What follows belongs to an exercise in optimizing a design on an open flow for small area and a short achievable clock period; a production flow would make more cautious choices. At most, simulation tests tie the RTL to the original design; equivalence was not proved. Power and IR drop assume default switching activity.

// TLB
module TLB(
    input clk,
    input reset,
    output io_req_ready,
    input  io_req_valid,
    input [6:0] io_req_bits_asid,
    input [27:0] io_req_bits_vpn,
    input  io_req_bits_passthrough,
    input  io_req_bits_instruction,
    input  io_req_bits_store,
    output io_resp_miss,
    output[19:0] io_resp_ppn,
    output io_resp_xcpt_ld,
    output io_resp_xcpt_st,
    output io_resp_xcpt_if,
    output[7:0] io_resp_hit_idx,
    input  io_ptw_req_ready,
    output io_ptw_req_valid,
    output[26:0] io_ptw_req_bits_addr,
    output[1:0] io_ptw_req_bits_prv,
    output io_ptw_req_bits_store,
    output io_ptw_req_bits_fetch,
    input  io_ptw_resp_valid,
    input  io_ptw_resp_bits_error,
    input [19:0] io_ptw_resp_bits_pte_ppn,
    input [2:0] io_ptw_resp_bits_pte_reserved_for_software,
    input  io_ptw_resp_bits_pte_d,
    input  io_ptw_resp_bits_pte_r,
    input [3:0] io_ptw_resp_bits_pte_typ,
    input  io_ptw_resp_bits_pte_v,
    input  io_ptw_status_sd,
    input [30:0] io_ptw_status_zero2,
    input  io_ptw_status_sd_rv32,
    input [8:0] io_ptw_status_zero1,
    input [4:0] io_ptw_status_vm,
    input  io_ptw_status_mprv,
    input [1:0] io_ptw_status_xs,
    input [1:0] io_ptw_status_fs,
    input [1:0] io_ptw_status_prv3,
    input  io_ptw_status_ie3,
    input [1:0] io_ptw_status_prv2,
    input  io_ptw_status_ie2,
    input [1:0] io_ptw_status_prv1,
    input  io_ptw_status_ie1,
    input [1:0] io_ptw_status_prv,
    input  io_ptw_status_ie,
    input  io_ptw_invalidate
  ...
For scale: ~1400 cells after synthesis, ~200 I/O pins, roughly 22000 um2 of cells after synthesis.
export LEC_CHECK = 0
export CAP_MARGIN = 20
export CORE_MARGIN = 2
export CORE_UTILIZATION = 40
export PLACE_DENSITY = 0.8
export SETUP_SLACK_MARGIN = 2.0
export SLEW_MARGIN = 20
export SYNTH_HIERARCHICAL = 1
create_clock -name core_clock -period 6.5 [get_ports {clk}]
standard.sh (not shown) runs the stock make flow with config.mk's settings and CLKGATE_MAP_FILE= SYNTH_SCRIPT=/design/flow/synth_recipe.tcl, a recipe that flattens the netlist after the stock synthesis.
==> flow/flow/run.sh <==
#!/bin/bash
# The standard layout flow, except that:
#  - the buffers put on the input and output ports are sky130_fd_sc_hd__buf_1
#    cells instead of the default delay buffer (timing repair resizes the ones
#    on critical paths);
#  - clock tree synthesis uses clkbuf_8 buffers for clusters of up to 16
#    flip-flops and inserts no dummy loads.
# The full output of the flow goes to standard.log in the folder this runs in.
set -euo pipefail
export BUFFER_PORTS_ARGS="-buffer_cell sky130_fd_sc_hd__buf_1"
export CTS_ARGS="-sink_clustering_enable -repair_clock_nets -dont_use_dummy_load -buf_list sky130_fd_sc_hd__clkbuf_8 -sink_clustering_size 16 -sink_clustering_max_diameter 70"
bash standard.sh > standard.log 2>&1
==> next run, changes <==
Settings changed: SETUP_SLACK_MARGIN 2.0 to 1.9.
Effect: Power is lower by 0.47%. Design area is lower by about 1.7%. Via count is lower by 1.1%. Combinational power is lower by 6.4%. Final cell count is lower by about 0.5%. Sequential power hardly moves. Fmax is lower by about 2.2%. Clock skew hardly moves. Synthesized cell count stays the same.
==> next run, changes <==
Settings changed: SETUP_SLACK_MARGIN 1.9 to 2.1.
The changed run produced a clean layout.
Power is higher by 1.5%.
Clock-buffer cell count is unchanged.
Die area does not change.
Worst setup slack gains 0.12 ns.
Area after synthesis is unchanged.
Clock skew hardly moves.
Sequential power stays flat.
Final cell count is higher by 1.7%.
First-iteration DRC count is higher by 2.1%.
Hold slack hardly moves.
Cell area is higher by 5.8%.

========
run 1:
TLB, a different RTL version from the one above (not shown whole).
Size in the first run: about 1400 cells after synthesis, roughly 540 flip-flops, roughly 23000 sq um of cells after synthesis.
clock: 6.5 ns
lec_check: 0
cap_margin: 20
core_margin: 2
core_utilization: 40
cts_buf_list: sky130_fd_sc_hd__clkbuf_8 sky130_fd_sc_hd__clkbuf_16
cts_cluster_diameter: 100
cts_cluster_size: 20
setup_slack_margin: 2.8
slew_margin: 20
synth_hierarchical: 1
==> flow/flow/run.sh <==
#!/bin/bash
# The standard layout flow, except that the buffers put on the input and output
# ports are sky130_fd_sc_hd__buf_1 cells instead of the default delay buffer;
# timing repair resizes the ones on critical paths. The full output of the
# flow goes to standard.log in the folder this runs in.
set -euo pipefail
export BUFFER_PORTS_ARGS="-buffer_cell sky130_fd_sc_hd__buf_1"
bash standard.sh > standard.log 2>&1
### run 1 -> run 2
==> flow/run.sh (new file) <==
#!/bin/bash
# synth_recipe.tcl (not shown) runs the flow's synth.tcl, then flattens the netlist and writes it again
# the make line also repeats each setting of config.mk as NAME=value (left out here)
make -C /OpenROAD-flow-scripts/flow DESIGN_CONFIG=/design/flow/config.mk WORK_HOME=/design/flow/orfs CLKGATE_MAP_FILE= SYNTH_SCRIPT=/design/flow/synth_recipe.tcl finish
removed: flow/flow/run.sh
removed: flow/standard.sh
- Run 1 -> run 2: number of instances resized during post-cts repair increased by more than half
- | slew at the pin closest to its max-slew limit | higher: run 1 |
- Run 1 was routed with fewer vias than run 2.
- Lower routed wire length among run 2 and run 1: run 1
Function was not checked in any run of this note: the RTL went through the layout flow alone.

========
Another version of the RTL of TLB (not shown whole).
Size in the first run: about 1400 cells after synthesis, about 540 flip-flops, about 200 I/O pins, ~23000 sq um of cells after synthesis.
export LEC_CHECK = 0
export CAP_MARGIN = 20
export CORE_MARGIN = 2
export CORE_UTILIZATION = 40
export SETUP_SLACK_MARGIN = 2.0
export SLEW_MARGIN = 20
export SYNTH_HIERARCHICAL = 1
create_clock -name core_clock -period 6.5 [get_ports {clk}]
==> flow/flow/run.sh <==
#!/bin/bash
# The standard layout flow, except that:
#  - the buffers put on the input and output ports are sky130_fd_sc_hd__buf_1
#    cells instead of the default delay buffer (timing repair resizes the ones
#    on critical paths);
#  - clock tree synthesis uses clkbuf_8 buffers for clusters of up to 16
#    flip-flops and inserts no dummy loads;
#  - timing-driven global placement weights critical nets more strongly.
# The full output of the flow goes to standard.log in the folder this runs in.
set -euo pipefail
export BUFFER_PORTS_ARGS="-buffer_cell sky130_fd_sc_hd__buf_1"
export CTS_ARGS="-sink_clustering_enable -repair_clock_nets -dont_use_dummy_load -buf_list sky130_fd_sc_hd__clkbuf_8 -sink_clustering_size 16 -sink_clustering_max_diameter 70"
export GLOBAL_PLACEMENT_ARGS="-timing_driven_net_weight_max 4 -timing_driven_nets_percentage 20"
bash standard.sh > standard.log 2>&1
==> next run, changes <==
--- a/flow/flow/run.sh
+++ b/flow/flow/run.sh
@@ -6,4 +6,3 @@
 #  - clock tree synthesis uses clkbuf_8 buffers for clusters of up to 16
-#    flip-flops and inserts no dummy loads;
-#  - timing-driven global placement weights critical nets more strongly.
+#    flip-flops and inserts no dummy loads.
 # The full output of the flow goes to standard.log in the folder this runs in.
@@ -12,3 +11,2 @@
 export CTS_ARGS="-sink_clustering_enable -repair_clock_nets -dont_use_dummy_load -buf_list sky130_fd_sc_hd__clkbuf_8 -sink_clustering_size 16 -sink_clustering_max_diameter 70"
-export GLOBAL_PLACEMENT_ARGS="-timing_driven_net_weight_max 4 -timing_driven_nets_percentage 20"
 bash standard.sh > standard.log 2>&1
- CTS_BUF_LIST: unset -> sky130_fd_sc_hd__clkbuf_8 sky130_fd_sc_hd__clkbuf_16
- CTS_CLUSTER_DIAMETER: unset -> 100
- CTS_CLUSTER_SIZE: unset -> 20
- SETUP_SLACK_MARGIN: 2.0 -> 1.8
Die area stays the same.
Hold slack degrades by 14 ps.
Core utilization drops by 1.2 points.
Setup slack is worse by 50 ps.
Global-route usage fell by 0.17 points.
Fmax came out lower by 1.1%.
Total power is about the same.
Cell count went down by 1.1%.
Final area fell by 2.5%.
Non-clock buffer count falls by 25.
==> next run, changes <==
==> flow/flow/run.sh (replaced) <==
#!/bin/bash
# The standard layout flow, except that:
#  - the buffers put on the input and output ports are sky130_fd_sc_hd__buf_1
#    cells instead of the default delay buffer (timing repair resizes the ones
#    on critical paths);
#  - clock tree synthesis uses clkbuf_4 and clkbuf_8 buffers for clusters of up to 10
#    flip-flops and inserts no dummy loads.
# The full output of the flow goes to standard.log in the folder this runs in.
set -euo pipefail
export BUFFER_PORTS_ARGS="-buffer_cell sky130_fd_sc_hd__buf_1"
export CTS_ARGS="-sink_clustering_enable -repair_clock_nets -dont_use_dummy_load -buf_list {sky130_fd_sc_hd__clkbuf_4 sky130_fd_sc_hd__clkbuf_8} -sink_clustering_size 10 -sink_clustering_max_diameter 50"
bash standard.sh > standard.log 2>&1
- CTS_BUF_LIST: sky130_fd_sc_hd__clkbuf_8 sky130_fd_sc_hd__clkbuf_16 -> unset
- CTS_CLUSTER_DIAMETER: 100 -> unset
- CTS_CLUSTER_SIZE: 20 -> unset
- PLACE_DENSITY: unset -> 0.8
- SETUP_SLACK_MARGIN: 1.8 -> 2.0
=> The new run finished clean. Wire length drops by 0.97%. Cell count goes up by 0.86%. Setup slack improved by 67 ps. Via count rises by 3.4%. Maximum frequency rose by 1.5%. First-iteration DRC count increases by 32%. Design area rises by 2.9%. Count of clock-buffer cells in the layout grows by 19.

## separate check: timing with driven ports
The flow's constraints put no driver on any port. The routed layouts listed below were extracted and timed again, unchanged, in two steps. Step 1: set_driving_cell puts a clkbuf_16 on clk and a buf_2 on each other input, an assumption about the parent block. Step 2 also shifts input and output timing later by t, the mid clock arrival at the registers, as if the neighbouring blocks saw the same clock. a / b / c = no drivers / after step 1 / after step 2; a / b = the first two.
run	shift t [ns]	slack for setup (ns)	pins driven straight from the clock port
the first run of note 1	0.663	2.007 / 1.975 / 1.975	1
the second run of note 1	0.664	1.904 / 1.883 / 1.883	1
the third run of note 1	0.661	2.028 / 1.934 / 1.934	1
run 1	0.659	2.107 / 1.978 / 1.978	1
run 2	0.658	2.025 / 1.946 / 1.946	1
the first run of note 3	0.677	1.928 / 1.890 / 1.890	1
the second run of note 3	0.672	1.878 / 1.858 / 1.858	1
the third run of note 3	0.686	1.945 / 1.889 / 1.889	1
After both steps setup and hold are still met in every run listed. The setup slack of run 1, which loses most, moves by -0.129 ns with the drivers and by -0.129 ns with both steps.
